Background: an optimization exercise with open tools, aiming at small area, a short achievable clock period and few clock cycles. Do not read the settings as production practice. RTL that was checked went through simulation tests only; none was proved equivalent to the original. No activity file was given, so power comes from the tool's default toggle rates.

green:
==> flow/design.v (excerpt) <==
module Freq_Counter (clock, iReset_N, SW1, iValid, iPixel, oReady, oValid, iPixel_new);
Settings: LEC_CHECK=0, ABC_CLOCK_PERIOD_IN_PS=3500, CAP_MARGIN=20, CORE_MARGIN=2, CORE_UTILIZATION=60, SLEW_MARGIN=20; clock period 11.0 ns.
standard.sh (not shown) runs the stock make flow with config.mk's settings and CLKGATE_MAP_FILE= SYNTH_SCRIPT=/design/flow/synth_recipe.tcl, a recipe that flattens the netlist after the stock synthesis.
==> flow/flow/run.sh <==
#!/bin/bash
set -euo pipefail
bash standard.sh SETUP_SLACK_MARGIN=7.4 \
  "BUFFER_PORTS_ARGS=-buffer_cell sky130_fd_sc_hd__buf_4" \
  "CTS_ARGS=-sink_clustering_enable -repair_clock_nets -sink_clustering_size 30 -sink_clustering_max_diameter 60 -dont_use_dummy_load" \
  finish > standard_flow.log 2>&1
> inputs changed (green -> blue)
-- flow/design.v --
<<< green, line 26
reg        v2, s2;
reg [7:0]  p2;
reg [7:0]  a2;
reg        v3, s3;
reg [7:0]  p3;
reg [1:0]  a3;
reg [31:0] t3;					 
reg [7:0]  tb1;					 
reg [15:0] rs;					 
>>> blue, line 26
reg        v2, s2;
reg [7:0]  p2;
reg [15:0] a2_lo;				 
reg [15:0] a2_hi;
reg [7:0]  tb1;					 
reg [15:0] rs;					 
<<< green, line 36
wire [3:0] pos_n = p1[3:0] - ph - 4'd1;
reg [2047:0] tq;				 
wire [31:0] tq_q;
generate
genvar g;
for (g = 0; g < 4; g = g + 1)
begin : tqr
	wire [511:0] part = tq[512*g +: 512];
	assign tq_q[8*g +: 8] = part[{a2[5:0], 3'b000} +: 8];
end
endgenerate
wire [7:0]  tq_rd = t3[{a3, 3'b000} +: 8];
always @(posedge clock)
begin
>>> blue, line 33
wire [3:0] pos_n = p1[3:0] - ph - 4'd1;
reg [2047:0] tq;				 
reg  [7:0]  tq_rd;
integer m;
always @(*)
begin
	tq_rd = 8'd0;
	for (m = 0; m < 256; m = m + 1)
		tq_rd = tq_rd | (tq[8*m +: 8] & {8{a2_hi[m >> 4] & a2_lo[m & 15]}});
end
wire [7:0] a1 = p1 + tb1;
always @(posedge clock)
begin
<<< green, line 54
	s2 <= s1 & lut_valid;
	p2 <= p1;
	a2 <= p1 + tb1;
	v3 <= iReset_N & v2;
	s3 <= s2;
	p3 <= p2;
	a3 <= a2[7:6];
	t3 <= tq_q;
	oValid <= iReset_N & v3;
	iPixel_new <= s3 ? tq_rd : p3;
	rs <= (iReset_N & v1) ? (16'd1 << p1[7:4]) : 16'd0;
	ps <= 16'd1 << pos_n;
>>> blue, line 50
	s2 <= s1 & lut_valid;
	p2 <= p1;
	a2_lo <= 16'd1 << a1[3:0];
	a2_hi <= 16'd1 << a1[7:4];
	oValid <= iReset_N & v2;
	iPixel_new <= s2 ? tq_rd : p2;
	rs <= (iReset_N & v1) ? (16'd1 << p1[7:4]) : 16'd0;
	ps <= 16'd1 << pos_n;
Looking only at met1 layer usage reported by global route, and setting everything else aside, the higher value of blue and green goes to blue.
Looking at main combinational cell family by area after synthesis, the compound AO/OA/AOI/OAI gates result is from blue; the multiplexers one comes from green.
Delta (blue minus green): hold slack moved up; post-CTS setup repair buffer count now smaller; area used by multi-input combinational logic decreased about 5%; switching power share of the total higher.
No run of this note included a check of the RTL's function; only the layout flow was run.

========
The RTL this note starts from:
==> flow/design.v <==
module Freq_Counter (clock, iReset_N, SW1, iValid, iPixel, oReady, oValid, iPixel_new);
input	clock, iReset_N;
input	SW1;
input	iValid;
input	[7:0] iPixel;
output	oReady;
output reg oValid;
output reg [7:0] iPixel_new;
localparam S_CLEAR = 3'd0;		 
localparam S_COUNT = 3'd1;		 
localparam S_DRAIN = 3'd2;		 
localparam S_PASS  = 3'd3;		 
localparam S_WAIT  = 3'd4;		 
(* fsm_encoding = "none" *)
reg [2:0]  state;
reg        rdy;
reg [3:0]  ph;					 
reg [3:0]  tr;					 
reg [13:0] pixel_count;			 
reg [1:0]  drain_wait;
reg        lut_valid;
reg        v1, s1;
assign oReady = rdy;			 
wire last_left = v1 ? (pixel_count == 14'd16382) : (pixel_count == 14'd16383);
reg [7:0]  p1;
reg        v2, s2;
reg        v3;					 
reg [7:0]  q3;
reg [7:0]  p2;
reg [7:0]  a2;
reg [7:0]  tb1;					 
reg [15:0] xr, yr;				 
reg [7:0]  xq, yq;				 
reg        x2;					 
reg        pd_v;				 
reg [7:0]  pd_p;
reg [2:0]  pd_q;
wire [3:0] pos_n = p1[3:0] - ph - 4'd1;	 
wire       y_go  = v1 & ~pos_n[0];
wire       merge = pd_v & v1 & (pd_p == p1);
reg [2047:0] tq;				 
wire [7:0]  tq_rd = tq[{a2, 3'b000} +: 8];
always @(posedge clock)
begin
	v1 <= iReset_N & iValid & (state == S_COUNT);
	s1 <= SW1;
	p1 <= iPixel;
	v2 <= iReset_N & v1;
	s2 <= s1 & lut_valid;
	p2 <= p1;
	a2 <= p1 + tb1;
	v3 <= iReset_N & v2;
	q3 <= s2 ? tq_rd : p2;
	oValid <= iReset_N & v3;
	iPixel_new <= q3;
	pd_v <= iReset_N & v1 & pos_n[0];
	pd_p <= p1;
	pd_q <= pos_n[3:1];
	xr   <= (iReset_N & pd_v) ? (16'd1 << pd_p[7:4]) : 16'd0;
	xq   <= 8'd1 << pd_q;
	x2   <= merge;
	yr   <= (iReset_N & y_go & ~merge) ? (16'd1 << p1[7:4]) : 16'd0;
	yq   <= 8'd1 << pos_n[3:1];
end
always @(posedge clock)
begin
	if (!iReset_N)
	begin
		state       <= S_CLEAR;
		rdy         <= 1'b0;
		ph          <= 4'd13;
		pixel_count <= 14'd0;
		lut_valid   <= 1'b0;
	end
	else
	begin
		ph <= ph + 4'd1;
		if (v1)
			pixel_count <= pixel_count + 14'd1;
		if (ph == 4'd15)
			tr <= tr + 4'd1;
		case (state)
		S_CLEAR:
			if (ph == 4'd12)
			begin
				state <= S_COUNT;
				rdy   <= 1'b1;
			end
		S_COUNT:
			if (iValid && last_left)
			begin
				begin
					state       <= S_DRAIN;
					rdy         <= 1'b0;
					drain_wait  <= 2'b11;
				end
			end
		S_DRAIN:
		begin
			drain_wait <= {drain_wait[0], 1'b0};
			tr <= 4'd0;
			if (ph == 4'd15 && drain_wait == 2'b00)
				state <= S_PASS;
		end
		S_PASS:
			if (ph == 4'd15 && tr == 4'd15)
				state <= S_WAIT;
		S_WAIT:
			if (ph == 4'd12)
			begin
				state     <= S_COUNT;
				rdy       <= 1'b1;
				lut_valid <= 1'b1;
			end
		default:
			state <= S_CLEAR;
		endcase
	end
end
wire [16*12-1:0] head_q;		 
wire [15:0]      head_ovf;		 
wire             sweep_en = (state == S_COUNT) || (state == S_DRAIN) || (state == S_WAIT);
genvar r, j;
generate
for (r = 0; r < 16; r = r + 1)
begin : ring
	reg  [12*16-1:0] q;
	wire [12*16-1:0] d;
	wire clr = (state == S_CLEAR) || (state == S_PASS && tr == r);
	wire swp = sweep_en && (tr == r);
	for (j = 0; j < 16; j = j + 1)
	begin : pos
		wire       o  = q[12*j + 11];
		wire       c  = q[12*j + 10];
		wire [5:0] hi = q[12*j + 4 +: 6];
		wire [3:0] lo = q[12*j +: 4];
		wire [4:0] lo_n;
		if (j % 2 == 0)
		begin : inc
			wire ex = xr[r] & xq[j/2];
			wire ey = yr[r] & yq[j/2];
			wire e1 = (ex & ~x2) | ey;
			wire e2 = ex & x2;
			wire k1 = (lo[0] & e1) | e2;
			wire k2 = lo[1] & k1;
			wire k3 = lo[2] & k2;
			assign lo_n = {lo[3] & k3, lo[3] ^ k3, lo[2] ^ k2, lo[1] ^ k1, lo[0] ^ e1};
		end
		else
		begin : noinc
			assign lo_n = {1'b0, lo};
		end
		if (j == 0)
		begin : head
			wire [6:0] hi_n = {1'b0, hi} + {6'd0, c};
			wire       o_n  = o | hi_n[6];
			assign d[12*15 +: 12] = clr ? 12'd0 : {o_n & ~swp, lo_n[4], hi_n[5:0], lo_n[3:0]};
			assign head_q[12*r +: 12] = q[11:0];
			assign head_ovf[r] = o_n;
		end
		else
		begin : body
			assign d[12*(j-1) +: 12] = {o, c | lo_n[4], hi, lo_n[3:0]};
		end
	end
	always @(posedge clock)
		q <= d;
end
endgenerate
reg  [15:0] xv;					 
reg  [7:0]  xtag [0:15];
reg  [3:0]  xext [0:15];
wire [7:0]  xkey = {tr, ph};	 
wire [15:0] xhit;
wire [15:0] xfree_lo;			 
reg  [3:0]  xrd;
reg         sw_inc;				 
reg  [15:0] sw_hit;
reg  [15:0] sw_alloc;
reg  [7:0]  sw_key;
wire [15:0] xfree = ~xv & ~(sw_alloc & {16{sw_inc}});
integer k;
generate
for (r = 0; r < 16; r = r + 1)
begin : xs
	assign xhit[r] = xv[r] && (xtag[r] == xkey);
	if (r == 0)
		assign xfree_lo[r] = xfree[r];
	else
		assign xfree_lo[r] = xfree[r] && !(|xfree[r-1:0]);
end
endgenerate
always @(*)
begin
	xrd = 4'd0;
	for (k = 0; k < 16; k = k + 1)
		xrd = xrd | (xhit[k] ? xext[k] : 4'd0);
end
always @(posedge clock)
begin
	sw_inc <= iReset_N && sweep_en && head_ovf[tr];
	sw_hit <= xhit;
	sw_alloc <= (|xhit) ? 16'd0 : xfree_lo;
	sw_key <= xkey;
	for (k = 0; k < 16; k = k + 1)
	begin
		if (state == S_CLEAR || (state == S_PASS && tr == 4'd15 && ph == 4'd15))
			xv[k] <= 1'b0;
		else if (sw_inc && sw_hit[k])
			xext[k] <= xext[k] + 4'd1;
		else if (sw_inc && sw_alloc[k])
		begin
			xv[k]   <= 1'b1;
			xtag[k] <= sw_key;
			xext[k] <= 4'd1;
		end
	end
end
reg        rval, rfirst;			 
reg [11:0] hraw;
reg [3:0]  hext;
reg        hval, hfirst;			 
reg [13:0] hcnt;
reg        found;
reg [13:0] D;
reg [13:0] N;
reg        nval, nfirst;
reg [21:0] X;
reg        xval, xfirst;
wire [6:0] hraw_hi = {1'b0, hraw[9:4]} + {6'd0, hraw[10]};
always @(posedge clock)
begin
	rval   <= iReset_N && state == S_PASS;
	rfirst <= (tr == 4'd0) && (ph == 4'd0);
	hraw   <= head_q[12*tr +: 12];
	hext   <= xrd;
	hval   <= iReset_N & rval;
	hfirst <= rfirst;
	hcnt   <= {hext + {3'd0, hraw[11]} + {3'd0, hraw_hi[6]}, hraw_hi[5:0], hraw[3:0]};
	nval   <= iReset_N & hval;
	nfirst <= hfirst;
	if (hval)
	begin
		if (hfirst || !found)
		begin
			found <= (hcnt != 14'd0);
			D     <= (hcnt == 14'd0) ? 14'h3fff : 14'd0 - hcnt;
			N     <= 14'd0;
		end
		else
			N <= N + hcnt;
	end
	xval   <= iReset_N & nval;
	xfirst <= nfirst;
	X      <= {N, 8'd0} - {8'd0, N};
end
localparam [7:0] REG = 8'b1111_1110;
wire [14:0] D15 = {1'b0, D};
generate
for (j = 7; j >= 0; j = j - 1)
begin : dv
	wire [j+14:0] xin;			 
	wire [7-j:0]  qin;			 
	wire          vin, fin;
	wire [14:0]   top = xin[j+14:j];
	wire          ge  = top >= D15;
	wire [13:0]   sub = top[13:0] - D;
	wire [j+13:0] xout;			 
	wire [8-j:0]  qout = {qin, ge};
	if (j > 0)
	begin : lowbits
		assign xout = {ge ? sub : top[13:0], xin[j-1:0]};
	end
	else
	begin : nolow
		assign xout = ge ? sub : top[13:0];
	end
	if (j == 7)
	begin : first
		assign xin = X;
		assign qin = 1'b0;
		assign vin = xval;
		assign fin = xfirst;
	end
	else
	begin : next
		assign xin = dv[j+1].xo;
		assign qin = dv[j+1].qo;
		assign vin = dv[j+1].vo;
		assign fin = dv[j+1].fo;
	end
	wire [j+13:0] xo;
	wire [8-j:0]  qo;
	wire          vo, fo;
	if (REG[j])
	begin : r
		reg [j+13:0] xr;
		reg [8-j:0]  qr;
		reg          vr, fr;
		always @(posedge clock)
		begin
			xr <= xout; qr <= qout; vr <= iReset_N & vin; fr <= fin;
		end
		assign xo = xr; assign qo = qr; assign vo = vr; assign fo = fr;
	end
	else
	begin : w
		assign xo = xout; assign qo = qout; assign vo = vin; assign fo = fin;
	end
end
endgenerate
wire [7:0] t_new = dv[0].qo[7:0];
wire       t_we  = dv[0].vo;
wire       t_first = dv[0].fo;
always @(posedge clock)
begin
	tq  <= {t_we ? t_new : tq[7:0], tq[2047:8]};
	tb1 <= (t_we && t_first) ? 8'd254 : tb1 - 8'd1;
end
endmodule
Settings: LEC_CHECK=0, ABC_CLOCK_PERIOD_IN_PS=3500, CAP_MARGIN=20, CORE_MARGIN=2, CORE_UTILIZATION=70, SLEW_MARGIN=20; clock period 11.0 ns.
Scripts as last shown in full above: flow/flow/run.sh
Testbench counts at the start, summed over its fixed seeds: cycles 664,224.
Next try:
--- a/flow/design.v
+++ b/flow/design.v
@@ -20,12 +20,10 @@
 reg [1:0]  drain_wait;
 reg        lut_valid;
 reg        v1, s1;
-assign oReady = rdy;			 
+assign oReady = rdy;
 wire last_left = v1 ? (pixel_count == 14'd16382) : (pixel_count == 14'd16383);
 reg [7:0]  p1;
 reg        v2, s2;
-reg        v3;					 
-reg [7:0]  q3;
 reg [7:0]  p2;
 reg [7:0]  a2;
 reg [7:0]  tb1;					 
@@ -42,17 +40,15 @@
 wire [7:0]  tq_rd = tq[{a2, 3'b000} +: 8];
 always @(posedge clock)
 begin
-	v1 <= iReset_N & iValid & (state == S_COUNT);
+	v1 <= iReset_N & iValid & rdy;
 	s1 <= SW1;
 	p1 <= iPixel;
 	v2 <= iReset_N & v1;
 	s2 <= s1 & lut_valid;
 	p2 <= p1;
 	a2 <= p1 + tb1;
-	v3 <= iReset_N & v2;
-	q3 <= s2 ? tq_rd : p2;
-	oValid <= iReset_N & v3;
-	iPixel_new <= q3;
+	oValid <= iReset_N & v2;
+	iPixel_new <= s2 ? tq_rd : p2;
 	pd_v <= iReset_N & v1 & pos_n[0];
 	pd_p <= p1;
 	pd_q <= pos_n[3:1];
The new run went through all stages and came out clean.
Wire length came out higher by 2.3%.
Area after synthesis hardly moves.
Synthesized cell count came out higher by 1.8%.
Worst setup slack is worse by 44 ps.
Via count came out higher by 2.0%.
Critical path depth does not change.
Fmax came out lower by 1.2%.
Global-route usage came out higher by 0.44 points.
Sequential power stays flat.
Non-clock buffer count came out higher by 10.
Clock power barely changes.
Only the layout flow was run in the second run of this note; the RTL was not checked for function there.

[afterwards: timing with drivers on the ports]
The flow's constraints put no driver on any port. The routed layouts listed below were extracted and timed again, unchanged, in two steps.
Step 1 (the two cells are an assumption about what drives the block):
set clk [get_ports {clock}]
set_driving_cell -lib_cell sky130_fd_sc_hd__clkbuf_16 $clk
set_driving_cell -lib_cell sky130_fd_sc_hd__buf_2 [delete_from_list [all_inputs] $clk]
Step 2, shift: input delay + t, output delay - t, t = (earliest + latest rising clock arrival at the registers) / 2. This alone moves slack from input paths to output paths.
Slacks: ideal ports / drivers / drivers and shift; pairs: ideal ports / drivers.
run | shift t [ns] | slack for setup (ns) | clock arrival spread, ns | worst slew at a driven data input, ns | cell pins on the clock port's net
green | 0.963 | 7.368 / 7.275 / 6.812 | 0.107 / 0.107 | 0.13 | 1
blue | 1.002 | 7.183 / 7.183 / 7.041 | 0.107 / 0.107 | 0.12 | 1
the first run of note 2 | 0.946 | 7.431 / 7.342 / 7.103 | 0.123 / 0.123 | 0.12 | 1
the second run of note 2 | 0.949 | 7.387 / 7.298 / 7.334 | 0.122 / 0.122 | 0.09 | 1
After both steps setup and hold are still met in every run listed. For green, which loses most, drivers alone change the setup slack by -0.093 ns; drivers and shift together by -0.556 ns.
